Source: an optimization exercise on an open RTL-to-GDS flow (aim: small area, a short achievable clock period and few clock cycles per item). Production flows keep margins and buffers that such runs may drop. Where RTL was checked, it was by simulation tests only, not by an equivalence proof against the original. For runs 2 and 3, only the layout was checked, not whether the RTL still works. No activity file was given, so power comes from the tool's default toggle rates.

[flow/run.sh]
#!/bin/bash
# The standard ORFS layout (standard.sh) with three changes:
#  - synthesis maps the logic with an area-oriented ABC script
#    (flow/abc_area.script, via flow/synth.tcl);
#  - port buffers are the smallest plain buffer (buf_1) instead of a
#    delay cell;
#  - timing repair keeps 27 ns of setup slack, i.e. aims at an 8 ns
#    period instead of stopping at the 35 ns clock.
# make's output goes to standard.log; ORFS keeps each step's log in orfs/logs.
set -euo pipefail
export FLOW_WORK=$PWD
export MY_ABC_SCRIPT=$PWD/flow/abc_area.script
export BUFFER_PORTS_ARGS="-buffer_cell sky130_fd_sc_hd__buf_1"
export SETUP_SLACK_MARGIN=27
sed "s#SYNTH_SCRIPT=[^ ]*#SYNTH_SCRIPT=$PWD/flow/synth.tcl#" standard.sh > flow_standard.sh
grep -q "SYNTH_SCRIPT=$PWD/flow/synth.tcl" flow_standard.sh
bash flow_standard.sh > standard.log 2>&1
[flow/abc_area.script]
&get -n
&st

&dch -f
&nf -R 1000 -F 8 -A 4
&put
mfs2
&get -n
&st
&dch -f
&nf -R 1000 -F 8 -A 4
&put
topo
stime -c
buffer -c
upsize -c
dnsize -c
[flow/synth.tcl]
# The standard synthesis (synth_recipe.tcl, which sources ORFS's
# synth.tcl), except that the final ABC technology mapping of the
# combinational logic uses flow/abc_area.script. Registers are mapped
# before ABC runs, so they are the standard synthesis's.
proc abc {args} {
  set i [lsearch -exact $args -script]
  if {$i >= 0} { lset args [expr {$i + 1}] $::env(MY_ABC_SCRIPT) }
  yosys abc {*}$args
}
source $::env(FLOW_WORK)/synth_recipe.tcl
[standard.sh]
#!/bin/bash
# synth_recipe.tcl (not shown) runs the flow's synth.tcl, then flattens the netlist and writes it again
# the make line also repeats each setting of config.mk as NAME=value (left out here)
make -C /OpenROAD-flow-scripts/flow DESIGN_CONFIG=/design/flow/config.mk WORK_HOME=/design/flow/orfs CLKGATE_MAP_FILE= SYNTH_SCRIPT=/design/flow/synth_recipe.tcl "${@:-finish}"
[config.mk]
export PLATFORM = sky130hd
export DESIGN_NAME = multicycle_arithmetic
export DESIGN_NICKNAME = multicycle_arithmetic
export VERILOG_FILES = /design/flow/design.v
export SDC_FILE = /design/flow/constraint.sdc
export NUM_CORES = 4
export LEC_CHECK = 0
export CAP_MARGIN = 20
export CORE_MARGIN = 2
export CORE_UTILIZATION = 65
export PLACE_DENSITY = 0.85
export SLEW_MARGIN = 20
[constraint.sdc]
create_clock -name core_clock -period 35.0 [get_ports {clk}]
set_input_delay 7.0000 -clock core_clock [delete_from_list [all_inputs] [get_ports {clk}]]
set_output_delay 7.0000 -clock core_clock [all_outputs]
set_load 0.01 [all_outputs]
[design.v]
module multicycle_arithmetic(
    input clk, rst, start,
    input [1:0] op,
    input [7:0] a, b,
    output reg done,
    output [15:0] result
);
    reg        busy;
    reg [1:0]  opr;
    reg [1:0]  cnt;
    reg [7:0]  Bx;      
    reg [16:0] W;
    assign result = W[15:0];
    function [8:0] rca8(input [7:0] x, input [7:0] y, input ci);
        integer i;
        reg c;
        begin
            c = ci;
            for (i = 0; i < 8; i = i + 1) begin
                rca8[i] = x[i] ^ y[i] ^ c;
                c = (x[i] & y[i]) | (x[i] & c) | (y[i] & c);
            end
            rca8[8] = c;
        end
    endfunction
    wire big = b[7] | b[6];
    wire is_mul = (opr == 2'd2);
    wire is_div = (opr == 2'd3);
    wire inv    = opr[0];           
    wire last   = (cnt == 2'd0);
    wire bz     = &Bx;              
    wire [7:0] y1 = Bx & {8{~is_mul | W[0]}};
    wire [8:0] s1 = rca8(W[15:8], y1, inv);
    wire       g1 = W[16] | s1[8];
    wire [7:0] r1 = g1 ? s1[7:0] : W[15:8];
    wire [7:0] x2 = is_mul ? s1[8:1] : {r1[6:0], W[7]};
    wire [7:0] y2 = Bx & {8{~is_mul | W[1]}};
    wire [8:0] s2 = rca8(x2, y2, ~is_mul);
    wire       g2 = r1[7] | s2[8];
    wire [7:0] r2 = g2 ? s2[7:0] : x2;
    wire [16:0] as_res  = {1'b0, {7{inv & ~s1[8]}}, inv ^ s1[8], s1[7:0]};
    wire [16:0] mul_res = {1'b0, s2, s1[0], W[7:2]};
    wire [16:0] div_res = {last ? {9{bz}} : {r2, W[6]}, W[5:0], g1, g2};
    always @(posedge clk or posedge rst) begin
        if (rst) begin
            busy <= 1'b0;
            done <= 1'b0;
        end else begin
            done <= busy & last;
            if (busy) begin
                if (last) busy <= 1'b0;
            end else if (start) begin
                busy <= 1'b1;
            end
        end
    end
    always @(posedge clk) begin
        Bx  <= b ^ {8{op[0]}};
        opr <= op;
        if (busy) begin
            cnt <= cnt - 2'd1;
            W   <= is_div ? div_res : is_mul ? mul_res : as_res;
        end else begin
            case (op)
                2'd3:    begin W <= big ? {2'b0, a, 7'b0} : {8'b0, a, 1'b0};
                               cnt <= big ? 2'd0 : 2'd3; end
                2'd2:    begin W <= {9'b0, a};           cnt <= 2'd3;     end
                default: begin W <= {1'b0, a, 8'b0};     cnt <= 2'd0;     end
            endcase
        end
    end
endmodule
==> metrics list, run 1 <==
- From bottom edge to top edge, the die measures 61.8 um.
- Number of antenna violations at the first check in global routing: 0
- The H-tree was split into 2 levels.
- Counting the fill cells in the layout gives 283.
* Drt via density: around 6.3
- A synthesized cell averages 8.16 um2.
- Crit-path max cell delay: 0.44 ns
* Cell type with the largest total area after synthesis: sky130_fd_sc_hd__dfxtp_1
* Worst-Margin Slew: about 0.93 ns
- The first detailed-routing pass took 5 iterations.
- Relative max-transition margin: 38.0%
- Clock tree synthesis selected as its root buffer the cell sky130_fd_sc_hd__clkbuf_4.
- TritonCTS built the clock tree.
* Most common library cell in the layout ignoring fill and taps: sky130_fd_sc_hd__nand2_1
- The number of global-route vias before repair was 1813.
* Result of the run: timing/DRC/antenna clean
- The number of nets handed over by synthesis was approximately 310.
* Highest net fanout along the worst path: 7
* Pin count of the biggest net entering global routing: 29
- Counting both buffers and inverters, the worst setup path holds a total of 1.
- The detailed router finished its first iteration with 236 violations.
- Total global-route track usage: 31.9%
- Clock latency on the worst-skew pair, taken at its later pin, is 0.35 ns.
- Initial core utilization: a little over two thirds
- CTS Buf Count: 5
* Leading post-synthesis cells by cell area: sky130_fd_sc_hd__dfxtp_1, sky130_fd_sc_hd__fa_1, sky130_fd_sc_hd__nand2_1, sky130_fd_sc_hd__a21oi_1, sky130_fd_sc_hd__buf_4
* Total Die Area: 0.00382 mm2
- Routed wire length per instance: 16.6 um
- Data on the critical path arrives at its endpoint at 0.95 ns.
- Summing the sequential cell areas from Yosys gives 29.1% of the chip area.
- The tool flagged a number of max-cap violations equal to 0.
- Most frequent cells in the layout: sky130_fd_sc_hd__nand2_1, sky130_fd_sc_hd__buf_1, sky130_fd_sc_hd__a21oi_1
- The worst path uses 22.7% of the clock period.
* FF+latch area: 637 um2
- For flop-to-flop paths, the worst setup slack is 27.36 ns.
- For this block, the routed nets add up to ~5500 um of wire.
- Maximum buffer depth of the clock tree: 2
- Number of distinct library cell variants in the gate-level netlist after synthesis: 35
- Power spread over the standard cell area amounts to roughly 120 mW/mm2.
- Area of the multi-input gates: 0.00132 mm2
* Placement row count: 20
* Tightest Hold Check Type: reg -> reg
- Via count: 2078
- Counting every sink on the clock net gives 31.
- In this run the count of I/O pins placed on the die edge is 38.
* Number of enable flip-flop cells after synthesis: 0
- Final period demand of the worst path: roughly 8.0 ns
- Clock input transition at the sequential cells of the worst setup and hold paths: about 0.10 ns
* Async set-or-reset flop fraction in the synthesized netlist: 6.45%
- Static Leak: between 0.9 and 1 nW
* Area growth from synthesis to layout: 5.48%
- Setup violations remaining at the end of the flow were counted as 0.
* Critical path's slowest cell: sky130_fd_sc_hd__dfxtp_2
- STA classifies the critical path startpoint as a flop.
* Final hold violations: 0
* Number of nets in the layout: 324
* Die boundary width: 61.8 um
- In the final timing run, aggregate negative setup slack is 0 ns.
- Routed Antenna Nets: 0
- Final-layout worst hold slack: 0.444 ns
- Routability-driven placement finished with a final weighted congestion of 1.02.
- Required time at the worst-slack endpoint: between 20 and 30 ns
- Number of cells produced by synthesis: 266
- Clock skew after layout: a little under 0.009 ns
* Area of the placeable core: 0.00310 mm2
* Most used DFF post-synth: sky130_fd_sc_hd__dfxtp_1
- Critical path's top delay family: flip-flops
- Summing every instance area after synthesis gives 0.00217 mm2.
* RSZ-0062 raised after global routing: no
- For this run, the number of Yosys warnings is 1.
* IO Port Bufs: 37
* Highest ir drop seen on vdd: 0.0613 mV
* Global route overflow: 0
- Share of cells above drive strength 1: 9.09%
- Number of antenna cells inserted: 0
* Detailed placer's ending HPWL: 4220 um
- For this run, the top clock speed supported by timing is around 130 MHz.
- Setup CP Type: reg -> out
* Final count of pins violating max slew: 0
- For this run, design rule violations remaining after detail routing come to 0.
* Wire length of the first global-routing pass: between 8000 and 9000 um
* Number of synthesized register bits: 31
* Critical Path Sink Type: output pin
- Traced cell by cell, the critical path runs through buf_1.
- Of the post-synthesis cell area, the dominant cell type holds 26.8%.
## worst register-to-register path, delay by kind of cell (launching register included)
family                     cells  cell delay (ns)
AOI/OAI and AO/OA              6             0.66
and+or+nand+nor                7             0.76
DFF                            1             0.40
adders and majority gates     15             5.16
buffers and inverters          5             0.52
## cells by family (layout without fill, tap and decap cells)
group,count (synthesis),count (layout),share of synthesized area (%)
compound gates,86,86,25.5
xor+xnor,8,8,3.23
fa+ha+maj,18,18,15.6
buf+inv,46,66,11.4
flops,31,31,29.1
simple gates,77,77,15.2
## cell type report
class / count / area share, %
tap: 44 / 2.41
multi-input combinational: 189 / 57.5
inverter: 19 / 3.12
timing repair buffer: 39 / 6.78
clock buffer: 6 / 1.80
clock inverter: 2 / 0.547
sequential: 31 / 27.8
## power breakdown
| group | internal (mW) | total [mW] | switching (mW) | leakage (nW) |
|---|---|---|---|---|
| sequential | 0.0494 | 0.0657 | 0.0162 | 0.269 |
| combinational | 0.0760 | 0.183 | 0.107 | 0.616 |
| clock | 0.00772 | 0.0204 | 0.0127 | 0.0282 |
## repair_timing
action                                 CTS  global route
resized for setup                        3            10
setup endpoints to repair               17            10
setup buffers                            0             1
endpoints found under the hold margin    0             0
pin swaps                                0             1
gates cloned                             0             0
hold buffers                             0             0
## per-stage QoR
stage,std cells,power [mW],util [%],area [um2],setup WS (ns)
final,330,0.269,73.8,2290,27.05
after global routing,330,0.294,73.8,2290,27.01
after CTS,329,0.261,72.7,2260,26.87
after detailed placement,321,0.240,70.7,2190,26.49
after global placement,321,0.237,70.7,2190,26.58
after floorplan,266,0.208,-,2170,27.00
## synthesized netlist by cell type, drive strengths merged, types with 3 or more instances
cell type and number:
a21oi 29, a31oi 3, o221ai 8, dfxtp 29, a221oi 11, o21a 4, buf 23, inv 19
clkbuf 4, ha 3, xor2 8, nand2 38, nor2 25, o21ai 15, o22ai 8, fa 15
nor2b 4
## sequential cells by signal (all words and copies together), names as in the netlist
register and cells:
W 17, Bx 8, cnt 2, opr 2, busy 1, done 1
## worst paths after layout
path,cells past startpoint,endpoint,startpoint
max,1,result[1],W[1]
min,1,cnt[0],cnt[0]
max reg2reg,33,W[14],opr[1]
min reg2reg,1,cnt[0],cnt[0]
max in group asynchronous,2,busy,rst
min in group asynchronous,2,done,rst
## layer usage
metal,up-vias,wire length [um],global-route usage [%]
li1,959,-,-
met1,968,2130,41.0
met2,132,2580,50.2
met3,19,595,9.52
met4,0,178,14.0
met5,-,0,0
Testbench counts, summed over its fixed seeds: cycles 9,343, items 3,200.
==> run 2: changes to the inputs <==
--- a/design.v
+++ b/design.v
@@ -25,3 +25,4 @@
     endfunction
-    wire big = b[7] | b[6];
+    wire big6 = b[7] | b[6];
+    wire big4 = b[5] | b[4];
     wire is_mul = (opr == 2'd2);
@@ -64,4 +65,4 @@
             case (op)
-                2'd3:    begin W <= big ? {2'b0, a, 7'b0} : {8'b0, a, 1'b0};
-                               cnt <= big ? 2'd0 : 2'd3; end
+                2'd3:    begin W <= big6 ? {2'b0, a, 7'b0} : big4 ? {4'b0, a, 5'b0} : {8'b0, a, 1'b0};
+                               cnt <= big6 ? 2'd0 : big4 ? 2'd1 : 2'd3; end
                 2'd2:    begin W <= {9'b0, a};           cnt <= 2'd3;     end
--- a/config.mk
+++ b/config.mk
@@ -10,3 +10,2 @@
 export CORE_UTILIZATION = 65
-export PLACE_DENSITY = 0.85
 export SLEW_MARGIN = 20
==> run 2 against run 1 <==
Net effect:
- clock-buffer cell count up 2
- design area is 10% higher
- worst hold slack got worse by 0.0015 ns
- sequential share of layout area decreased by 2.6 points
- clock power increased by 17%
- via count increased by 5.9%
- critical endpoint unchanged
==> metrics list, run 2 <==
- Result of the run: timing/DRC/antenna clean (unchanged).
- The average cell area after synthesis came to 8.54 um2 (was 8.16 um2).
- The total congestion overflow is 0 (unchanged).
- The share of async-settable or async-resettable flops after synthesis is 6.45% (unchanged).
* Most frequently used cell type in the post-synthesis netlist: sky130_fd_sc_hd__dfxtp_1 (was sky130_fd_sc_hd__nand2_1)
* Sink of the worst hold path: cnt[0] (unchanged)
- The remaining number of nets flagged by the antenna check after routing is 0 (unchanged).
- Number of top-level pins: 38 (unchanged)
- CTS tree: done (unchanged)
* Highest ir drop seen on vdd: 0.0526 mV (was 0.0613 mV)
- Cell type with the largest total area after synthesis: sky130_fd_sc_hd__dfxtp_1 (unchanged)
- The area of the core region was 0.00342 mm2 (was 0.00310 mm2).
* Setup CP Type: reg -> out (unchanged)
- The maximum clock insertion buffer count is 2 (unchanged).
- Endpoint of the most critical register-to-register path: W[15] (was W[14])
- DP Worst Slack: 26.58 ns (was 26.49 ns)
* Most frequent cells in the layout: sky130_fd_sc_hd__buf_1, sky130_fd_sc_hd__dfxtp_1, sky130_fd_sc_hd__a21oi_1 (was sky130_fd_sc_hd__nand2_1, sky130_fd_sc_hd__buf_1, sky130_fd_sc_hd__a21oi_1)
* Worst skew pair latency: 0.32 ns (was 0.35 ns)
- Final hold violations: 0 (unchanged)
- The first-pass detailed-route iteration total was 5 (unchanged).
- The share of the yosys chip area belonging to registers is 26.6% (was 29.1%).
- RSZ-0062 raised after global routing: no (unchanged).
- The maximum fanout encountered on the critical timing path was 7 (unchanged).
- Final count of pins violating max slew: 0 (unchanged)
* Crit-path max cell delay: 0.45 ns (was 0.44 ns)
- The static leakage came to 0.998 nW (was 0.912 nW).
- The worst reg2reg path depth came to 30 (was 33).
* Total length of routed wires: 6020 um (was 5490 um)
* Share of Yosys cell area claimed by the top area cell type: 24.5% (was 26.8%)
- Ratio of total power to cell area: 119 mW/mm2 (was 117 mW/mm2)
- The ratio of routed vias to standard cells was 6.40 (was 6.30).
* Wire length of the first global-routing pass: 9650 um (was 8510 um)
- Area growth from synthesis to layout: 6.43% (was 5.48%)
* Met2 Resource Use GR: 45.1% (was 50.2%)
- Residual DRC count: 0 (unchanged)
- The first-iteration detailed-routing DRC count was 280 (was 236).
- The post-synthesis cell area came to 0.00237 mm2 (was 0.00217 mm2).
* CTS Buf Count: 5 (unchanged)
- Number of nets in the layout: 336 (was 324)
* Critical path's top delay family: flip-flops (unchanged)
- The row count was 21 (was 20).
* Placer Congestion: 0.922 (was 1.02)
- Startpoint kind of the worst setup timing path: flop (unchanged)
- The register containing the most flip-flops in the final layout is W (unchanged).
- The clock root buffer was sky130_fd_sc_hd__clkbuf_4 (unchanged).
- Via count: 2201 (was 2078)
- The floorplan die area came to 0.00415 mm2 (was 0.00382 mm2).
- Clock skew after layout: 0.0120 ns (was 0.00892 ns)
- The number of hold buffers added after cts was 0 (unchanged).
* Share of cells above drive strength 1: 15.4% (was 9.09%)
- Largest registers in the final layout: W x17, Bx x8 (unchanged).
- Sinks on Clock Net: 31 (unchanged)
* Post-Place Cell Area: 0.00238 mm2 (was 0.00219 mm2)
- Number of antenna cells inserted: 0 (unchanged)
- The net count after synthesis is 317 (was 305).
- The buffer and inverter count on the worst path came to 1 (unchanged).
* Routed wire length per instance: 17.5 um (was 16.6 um)
- The share of the clock period used by the worst path after layout was 22.7% (about the same).
- The global-route track usage on met1 was 45.5% (was 41.0%).
* Top cells by count, synth: sky130_fd_sc_hd__dfxtp_1, sky130_fd_sc_hd__a21oi_1, sky130_fd_sc_hd__nand2_1, sky130_fd_sc_hd__nor2_1, sky130_fd_sc_hd__o21ai_1 (was sky130_fd_sc_hd__nand2_1, sky130_fd_sc_hd__dfxtp_1, sky130_fd_sc_hd__a21oi_1, sky130_fd_sc_hd__nor2_1, sky130_fd_sc_hd__buf_4)
- The post-synthesis cell type count was 56 (was 35).
- The die span in x came to 64.4 um (was 61.8 um).
- The startpoint of the lowest-slack hold path is cnt[0] (unchanged).
- Filler cell count in the final layout: 282 (was 283)
- Required time at the worst-slack endpoint: 28.00 ns (about the same)
* Leading post-synthesis cells by cell area: sky130_fd_sc_hd__dfxtp_1, sky130_fd_sc_hd__fa_1, sky130_fd_sc_hd__buf_4, sky130_fd_sc_hd__a21oi_1, sky130_fd_sc_hd__a221oi_1 (was sky130_fd_sc_hd__dfxtp_1, sky130_fd_sc_hd__fa_1, sky130_fd_sc_hd__nand2_1, sky130_fd_sc_hd__a21oi_1, sky130_fd_sc_hd__buf_4)
- The most congested layer reported by global routing was met1 (was met2).
- Detailed placer's ending HPWL: 4500 um (was 4220 um)
- Number of cells produced by synthesis: 278 (was 266)
- The maximum number of pins on one net before global-route repair was 36 (was 29).
* Number of enable flip-flop cells after synthesis: 0 (unchanged)
* FMAX: 126 MHz (about the same)
- Post-route design area: 0.00253 mm2 (was 0.00229 mm2)
- The minimum clock period after layout came to 7.95 ns (about the same).
- FF+latch area: 638 um2 (was 637 um2)
- R2R setup slack: 27.28 ns (was 27.36 ns)
* Die span in y: 64.4 um (was 61.8 um)
- The library cell contributing the largest single delay on the critical path was sky130_fd_sc_hd__dfxtp_2 (unchanged).
- The max capacitance violation total came to 0 (unchanged).
- List of cells traversed by the critical path: buf_1 (unchanged).
- Number of setup violations in the final report: 0 (unchanged)
- Launching point of the worst reg2reg path: opr[1] (unchanged)
- Number of flip-flops under the largest register name: 17 (unchanged)
* Total global-route track usage: 30.6% (was 31.9%)
- The actual transition at the worst max-transition pin is 0.816 ns (was 0.927 ns).
- Number of synthesized register bits: 31 (unchanged)
- The area occupied by multi-input gates came to 0.00151 mm2 (was 0.00132 mm2).
* Clock input transition at the sequential cells of the worst setup and hold paths: 0.09 ns (was 0.10 ns)
* Critical Path Sink Type: output pin (unchanged)
* IO Port Bufs: 37 (unchanged)
- Tightest Hold Check Type: reg -> reg (unchanged)
- Number of antenna violations at the first check in global routing: 0 (unchanged)
- The effective utilization at floorplan came to 69.5% (was 69.9%).
- Met3 demand-to-capacity share in global routing: 5.90% (was 9.52%)
* Worst Slack Setup Final: 27.05 ns (about the same)
- The most used flip-flop cell after synthesis is sky130_fd_sc_hd__dfxtp_1 (unchanged).
- The total negative slack was 0 ns (unchanged).
* Relative max-transition margin: 45.4% (was 38.0%)
- The most frequent standard cell in the layout excluding fill and tap cells is sky130_fd_sc_hd__buf_1 (was sky130_fd_sc_hd__nand2_1).
* Number of warning messages in the yosys log: 1 (unchanged)
- The depth of the worst hold-timing path is 1 (unchanged).
- The number of global-route vias before repair was 1868 (was 1813).
* Post-layout power: 0.302 mW (was 0.269 mW)
- The maximum level of the CTS H-tree is 2 (unchanged).
- The data arrival time of the critical path came to 0.95 ns (about the same).
[run 2: cell count changes in the layout (fill, tap and decap cells not counted), sizes merged, moves of 3 or more]
cell    delta
o21a       -3
o21ai      +9
o221ai     -6
o22ai      -6
a22oi      +5
buf        +3
nand2     -14
a31oi      +4
[run 2: power breakdown]
part	total, mW	switching, mW	internal, mW	leakage (nW)
Sequential	0.0632	0.0132	0.0500	0.269
Combinational	0.215	0.124	0.0910	0.691
Clock	0.0239	0.0121	0.0118	0.0386
[run 2: cells by family after synthesis]
logic type      after synthesis  share of synthesized area (%)
compound gates               99                           27.4
fa+ha+maj                    18                           14.2
simple gates                 70                           14.8
mux                           3                           1.37
buf+inv                      49                           12.7
xor+xnor                      8                           2.95
flops                        31                           26.6
[run 2: how the worst max path moves through the flow]
stage,from,endpoint,depth (start not counted)
2_1_floorplan,b[4],W[6],5
3_3_place_gp,op[0],W[7],4
3_5_place_dp,op[0],W[7],4
4_1_cts,opr[1],W[11],31
5_1_grt,opr[1],W[11],31
6_report,W[1],result[1],1
[run 2: layout make-up]
| type | count | area share, % |
|---|---|---|
| multi-input cells | 199 | 59.9 |
| clock buffers | 8 | 2.72 |
| repair buffers | 42 | 7.03 |
| inverters | 18 | 2.77 |
| flip-flops and latches | 31 | 25.3 |
| well taps | 46 | 2.28 |
[run 2: what timing repair did]
| action | CTS | global route |
|---|---|---|
| gates cloned | 0 | 1 |
| pin swaps | 0 | 3 |
| setup buffers | 0 | 4 |
| endpoints found under the setup margin | 17 | 16 |
| gates resized for setup | 5 | 10 |
[run 2: per-stage QoR]
stage	utilization, %	instances	hold WS, ns
global route	74.0	344	0.451
finish	74.0	344	0.443
CTS	72.2	339	0.439
detailed placement	69.7	331	0.425
global placement	69.7	331	0.423
floorplan	-	278	0.412
[run 2: per-layer routing]
metal | part of all wire [%] | wire length (um)
met4 | 2.1 | 129
met2 | 44 | 2660
met3 | 11 | 639
met1 | 43 | 2590
met5 | 0 | 0
==> run 3: changes to the inputs <==
==> design.v (replaced) <==
module multicycle_arithmetic(
    input clk, rst, start,
    input [1:0] op,
    input [7:0] a, b,
    output reg done,
    output [15:0] result
);
    reg        busy;
    reg        isdiv;   
    reg [1:0]  cnt;
    reg [7:0]  Bx;      
    reg [16:0] W;
    assign result = W[15:0];
    function [8:0] rca8(input [7:0] x, input [7:0] y, input ci);
        integer i;
        reg c;
        begin
            c = ci;
            for (i = 0; i < 8; i = i + 1) begin
                rca8[i] = x[i] ^ y[i] ^ c;
                c = (x[i] & y[i]) | (x[i] & c) | (y[i] & c);
            end
            rca8[8] = c;
        end
    endfunction
    wire big = b[7] | b[6];
    wire [8:0]  as_sum = {1'b0, a} + {1'b0, b ^ {8{op[0]}}} + {8'b0, op[0]};
    wire [16:0] as_res = {1'b0, {7{op[0] & ~as_sum[8]}}, op[0] ^ as_sum[8], as_sum[7:0]};
    wire last   = (cnt == 2'd0);
    wire bz     = &Bx;              
    wire [7:0] y1 = Bx & {8{isdiv | W[0]}};
    wire [8:0] s1 = rca8(W[15:8], y1, isdiv);
    wire       g1 = W[16] | s1[8];
    wire [7:0] r1 = g1 ? s1[7:0] : W[15:8];
    wire [7:0] x2 = isdiv ? {r1[6:0], W[7]} : s1[8:1];
    wire [7:0] y2 = Bx & {8{isdiv | W[1]}};
    wire [8:0] s2 = rca8(x2, y2, isdiv);
    wire       g2 = r1[7] | s2[8];
    wire [7:0] r2 = g2 ? s2[7:0] : x2;
    wire [16:0] mul_res = {1'b0, s2, s1[0], W[7:2]};
    wire [16:0] div_res = {last ? {9{bz}} : {r2, W[6]}, W[5:0], g1, g2};
    always @(posedge clk or posedge rst) begin
        if (rst) begin
            busy <= 1'b0;
            done <= 1'b0;
        end else begin
            if (busy) begin
                done <= last;
                if (last) busy <= 1'b0;
            end else begin
                done <= start & ~op[1];
                busy <= start & op[1];
            end
        end
    end
    always @(posedge clk) begin
        Bx    <= b ^ {8{op[0]}};
        isdiv <= op[0];
        if (busy) begin
            cnt <= cnt - 2'd1;
            W   <= isdiv ? div_res : mul_res;
        end else begin
            case (op)
                2'd3:    begin W <= big ? {2'b0, a, 7'b0} : {8'b0, a, 1'b0};
                               cnt <= big ? 2'd0 : 2'd3; end
                2'd2:    begin W <= {9'b0, a};   cnt <= 2'd3; end
                default: begin W <= as_res;      cnt <= 2'd3; end
            endcase
        end
    end
endmodule
--- a/flow/run.sh
+++ b/flow/run.sh
@@ -6,3 +6,3 @@
 #    delay cell;
-#  - timing repair keeps 27 ns of setup slack, i.e. aims at an 8 ns
+#  - timing repair keeps 26.3 ns of setup slack, i.e. aims at a 8.7 ns
 #    period instead of stopping at the 35 ns clock.
@@ -13,3 +13,3 @@
 export BUFFER_PORTS_ARGS="-buffer_cell sky130_fd_sc_hd__buf_1"
-export SETUP_SLACK_MARGIN=27
+export SETUP_SLACK_MARGIN=26.3
 sed "s#SYNTH_SCRIPT=[^ ]*#SYNTH_SCRIPT=$PWD/flow/synth.tcl#" standard.sh > flow_standard.sh
==> run 3 against run 2 <==
Net effect:
- synthesized area grew 1.8%
- core utilization grew 4.8 points
- critical path type is now in -> reg
- critical endpoint is now W[8]
- global-route usage grew 0.93 points
- register-to-register slack lost 0.42 ns
- via count grew 1.4%
- design area grew 12%
- worst hold slack lost 0.0053 ns
- power shrank 15%
- fmax shrank 9.4%
- synthesized cell count grew 7.6%
==> metrics list, run 3 <==
- The final standard cell utilization of the core is 78.8% (was 74.0%).
- Routed wire length per instance: 17.1 um (was 17.5 um)
- Leading post-synthesis cells by cell area: sky130_fd_sc_hd__dfxtp_1, sky130_fd_sc_hd__fa_1, sky130_fd_sc_hd__buf_4, sky130_fd_sc_hd__nand2_1, sky130_fd_sc_hd__o21ai_1 (was sky130_fd_sc_hd__dfxtp_1, sky130_fd_sc_hd__fa_1, sky130_fd_sc_hd__buf_4, sky130_fd_sc_hd__a21oi_1, sky130_fd_sc_hd__a221oi_1)
- Total length of routed wires: 6420 um (was 6020 um)
- Combinational cell fraction of total power: 63.7% (was 71.2%)
- Mean instance size in the synthesized netlist: 8.08 um2 (was 8.54 um2)
* Filler cell count in the final layout: 256 (was 282)
- The ratio of routed vias to standard cells is 5.95 (was 6.40).
- The actual transition at the worst max-transition pin came to 0.914 ns (was 0.816 ns).
- The number of flip-flops in the largest register was 17 (unchanged).
* Fraction of power consumed by sequential logic: 25.0% (was 20.9%)
* Number of nets in the layout: 373 (was 336)
- The critical path depth in cells came to 13 (was 1).
* Library cell appearing most often on the critical path: sky130_fd_sc_hd__ha_1
- The largest area contributor in the synthesized netlist is sky130_fd_sc_hd__dfxtp_1 (unchanged).
- The first-pass detailed-route iteration total was 4 (was 5).
* Cell Area, Synth: 0.00242 mm2 (was 0.00237 mm2)
* Final period demand of the worst path: 8.78 ns (was 7.95 ns)
- Worst Path Arrival: 8.90 ns (was 0.95 ns)
- The final number of max-transition violations was 0 (unchanged).
- Highest net fanout along the worst path: 3 (was 7)
- The count of buffers from port buffering was 37 (unchanged).
- Placement row count: 22 (was 21)
- The area added between synthesis and finish came to 17.5% (was 6.43%).
* Wire length of the first global-routing pass: 10200 um (was 9650 um)
* RSZ-0062 raised after global routing: yes (was no)
- Total Die Area: 0.00422 mm2 (was 0.00415 mm2)
- The total congestion overflow came to 0 (unchanged).
- Most used DFF post-synth: sky130_fd_sc_hd__dfxtp_1 (unchanged)
- Share of Yosys cell area claimed by the top area cell type: 23.2% (was 24.5%)
- The post-synthesis cell type count came to 44 (was 56).
* Clock input transition at the sequential cells of the worst setup and hold paths: 0.07 ns (was 0.09 ns)
* Initial core utilization: 67.0% (was 69.5%)
* Pin count of the biggest net entering global routing: 41 (was 36)
- The library cell contributing the largest single delay on the critical path was sky130_fd_sc_hd__ha_1 (was sky130_fd_sc_hd__dfxtp_2).
- Clock skew after layout: 0.00405 ns (was 0.0120 ns)
- The CTS tree is done (unchanged).
* Async set-or-reset flop fraction in the synthesized netlist: 6.67% (was 6.45%)
* Detailed placer's ending HPWL: 4380 um (was 4500 um)
- Layout Cells excl Fill: 375 (was 344)
- The number of sinks on the clock net is 30 (was 31).
- The maximum level of the CTS H-tree is 2 (unchanged).
* Total global-route track usage: 31.5% (was 30.6%)
- Result of the run: timing/DRC/antenna clean (unchanged)
- Number of synthesized register bits: 30 (was 31)
- Residual DRC count: 0 (unchanged)
- Number of cells produced by synthesis: 299 (was 278)
- Share of cells above drive strength 1: 19.0% (was 15.4%)
- Maximum buffer depth of the clock tree: 2 (unchanged)
* Number of antenna cells inserted: 0 (unchanged)
- Hold-fix buffer count after cts: 0 (unchanged)
- Setup CP Type: in -> reg (was reg -> out)
* CTS Buf Count: 5 (unchanged)
- Final-layout worst hold slack: 0.437 ns (was 0.443 ns)
- Number of antenna violations at the first check in global routing: 0 (unchanged)
* Critical Path Sink Type: flop (was output pin)
- The die span in x was 65.0 um (was 64.4 um).
- Relative max-transition margin: 39.1% (was 45.4%)
- Critical path's top delay family: compound AO/OA/AOI/OAI gates (was flip-flops)
* Placer Congestion: 0.896 (was 0.922)
* Area of the placeable core: 0.00361 mm2 (was 0.00342 mm2)
* Number of enable flip-flop cells after synthesis: 0 (unchanged)
- Tightest Hold Check Type: reg -> reg (unchanged)
- Total Neg Setup Slack: 0 ns (unchanged)
- Startpoint kind of the worst setup timing path: input port (was flop)
- Via count: 2232 (was 2201)
- The required time of the critical path came to 35.12 ns (was 28.00 ns).
- The first-iteration detailed-routing DRC count is 178 (was 280).
- The power per cell area is 89.8 mW/mm2 (was 119 mW/mm2).
- The clock power share came to 11.4% (was 7.9%).
- Most frequent cells in the layout: sky130_fd_sc_hd__nand2_1, sky130_fd_sc_hd__buf_1, sky130_fd_sc_hd__dfxtp_1 (was sky130_fd_sc_hd__buf_1, sky130_fd_sc_hd__dfxtp_1, sky130_fd_sc_hd__a21oi_1).
* Cell Count Post-Placement: 355 (was 331)
* List of cells traversed by the critical path: buf_1 > xor2_2 > ha_1 > a21oi_1 > o21ai_4 > nand3_2 > nand2_2 > a21o_1 > a21oi_2 > ha_1 > nor2_1 > a221oi_2 > o22ai_1 (was buf_1)
- Largest registers in the final layout: W x17, Bx x8, cnt x2 (was W x17, Bx x8).
- The switching part of the total power is 48.3% (was 49.4%).
- The most common cell in the netlist is sky130_fd_sc_hd__nand2_1 (was sky130_fd_sc_hd__dfxtp_1).
- The remaining number of nets flagged by the antenna check after routing came to 0 (unchanged).
- The top achievable clock speed was 114 MHz (was 126 MHz).
* Final hold violations: 0 (unchanged)
- Syn_nets: 346 (was 317)
- Number of cell instances on the worst register-to-register path: 32 (was 30)
- The share of the clock period used by the worst path after layout is 25.1% (was 22.7%).
- Worst skew pair latency: 0.28 ns (was 0.32 ns)
- The number of global-route vias before repair came to 2168 (was 1868).
- The static leakage came to 1.15 nW (was 0.998 nW).
- The I/O pin count came to 38 (unchanged).
- The maximum vdd drop was 0.0376 mV (was 0.0526 mV).
- Top cells by count, synth: sky130_fd_sc_hd__nand2_1, sky130_fd_sc_hd__dfxtp_1, sky130_fd_sc_hd__nor2_1, sky130_fd_sc_hd__o21ai_1, sky130_fd_sc_hd__a21oi_1 (was sky130_fd_sc_hd__dfxtp_1, sky130_fd_sc_hd__a21oi_1, sky130_fd_sc_hd__nand2_1, sky130_fd_sc_hd__nor2_1, sky130_fd_sc_hd__o21ai_1).
* Number of setup violations in the final report: 0 (unchanged)
- The worst stage delay on the critical path was 0.33 ns (was 0.45 ns).
- Number of warning messages in the yosys log: 1 (unchanged)
* Number of maximum-capacitance constraint violations: 0 (unchanged)
- Register with the most flip-flops: W (unchanged)
- The buffer and inverter count on the worst path came to 1 (unchanged).
- Sw Pwr: 0.123 mW (was 0.149 mW)
* Cell depth of the worst hold path: 1 (unchanged)
* Sequential element share of the synthesized area: 25.3% (was 26.6%)
* Cell internal power dissipation: 0.132 mW (was 0.153 mW)
- The clock root buffer is sky130_fd_sc_hd__clkbuf_8 (was sky130_fd_sc_hd__clkbuf_4).
* Die span in y: 65.0 um (was 64.4 um)
==> run 3: cell count changes in the layout (fill, tap and decap cells not counted), sizes merged, moves of 4 or more <==
cell    change
nand3       +4
a22oi       -5
ha          +7
nand2      +12
a31oi       -6
a221oi      -6
buf         +8
o21ai      +15
==> run 3: worst reg2reg max path, delay by kind of cell (launching register included) <==
kind,cells,cell delay (ns)
adder cells (fa/ha/maj),15,5.36
AND/OR/NAND/NOR,6,0.86
AO/OA/AOI/OAI,6,0.79
buffers and inverters,5,0.71
flip-flops,1,0.31
==> run 3: kinds of logic (layout without fill, tap and decap cells) <==
| logic type | Yosys count | after routing | share of synthesized area (%) |
|---|---|---|---|
| flip-flops | 30 | 30 | 25.3 |
| adder cells (fa/ha/maj) | 26 | 26 | 18.4 |
| XOR/XNOR | 14 | 14 | 5.07 |
| buffers and inverters | 50 | 78 | 10.7 |
| multiplexers | 2 | 2 | 0.828 |
| AND/OR/NAND/NOR | 83 | 83 | 15.5 |
| AO/OA/AOI/OAI | 94 | 94 | 24.3 |
==> run 3: power groups by stage <==
stage	registers [mW]	clock network (mW)	logic, mW
2_1_floorplan	0.0566	0	0.132
3_3_place_gp	0.0639	0	0.146
3_5_place_dp	0.0641	0	0.150
4_1_cts	0.0634	0.0295	0.154
5_1_grt	0.0656	0.0305	0.182
6_report	0.0638	0.0290	0.163
==> run 3: final timing paths <==
path	start	end	slack (ns)
worst max register to register	isdiv	W[10]	26.86
worst max-delay path	b[3]	W[8]	26.22
worst min register to register	cnt[0]	cnt[0]	0.44
worst min-delay path	cnt[0]	cnt[0]	0.44
max in group asynchronous	rst	busy	28.35
min in group asynchronous	rst	done	6.54
==> run 3: timing repair <==
action | in CTS | in global routing
resized for setup | 13 | 29
pin swaps | 8 | 14
buffers inserted | 9 | 3
endpoints found under the setup margin | 14 | 8
==> run 3: metal layers <==
metal / up-vias / share of wire (%) / global-route usage, %
met5: - / 0 / 0
met4: 0 / 1.9 / 14.9
met3: 16 / 6.7 / 7.47
met2: 97 / 48 / 50.0
met1: 1057 / 43 / 40.5
li1: 1062 / - / -
==> run 3: cell type report <==
| cell class | count | area, um2 | area share (%) |
|---|---|---|---|
| Clock inverter | 1 | 5.00 | 0.176 |
| Tap cell | 48 | 60.1 | 2.11 |
| Clock buffer | 7 | 86.3 | 3.04 |
| Multi-Input combinational cell | 219 | 1730 | 60.9 |
| Inverter | 20 | 75.1 | 2.64 |
| Timing Repair Buffer | 50 | 275 | 9.69 |
| Sequential cell | 30 | 611 | 21.5 |
==> run 3: metrics by stage <==
step	setup WS [ns]	cell area, um2	power (mW)
final	26.22	2840	0.255
after global placement	25.38	2460	0.210
after floorplan	26.05	2450	0.188
after CTS	26.26	2660	0.247
after detailed placement	25.30	2460	0.214
after global routing	26.15	2840	0.278

[port drivers added, routing unchanged]
In the flow no input, the clock included, has a driving cell. The finished layouts below were timed again as built, in two steps.
Step 1 (the two cells are an assumption about what drives the block):
set clk [get_ports {clk}]
set_driving_cell -lib_cell sky130_fd_sc_hd__clkbuf_16 $clk
set_driving_cell -lib_cell sky130_fd_sc_hd__buf_2 [delete_from_list [all_inputs] $clk]
Step 2 times the ports against the registers' clock, not the clock port: input delays grow and output delays shrink by t, the midpoint of the rising clock arrivals with the driver on.
a / b / c = ideal / step 1 / step 2; a / b = the first two.
run | t, ns | setup slack, ns | worst register clock-pin slew, ns
run 1 | 0.367 | 27.045 / 27.021 / 26.735 | 0.10 / 0.10
run 2 | 0.343 | 27.049 / 27.026 / 26.780 | 0.10 / 0.10
run 3 | 0.307 | 26.220 / 26.201 / 25.894 | 0.07 / 0.07
After both steps setup and hold are still met in every run listed. For run 3, which loses most, drivers alone change the setup slack by -0.019 ns; drivers and shift together by -0.326 ns.
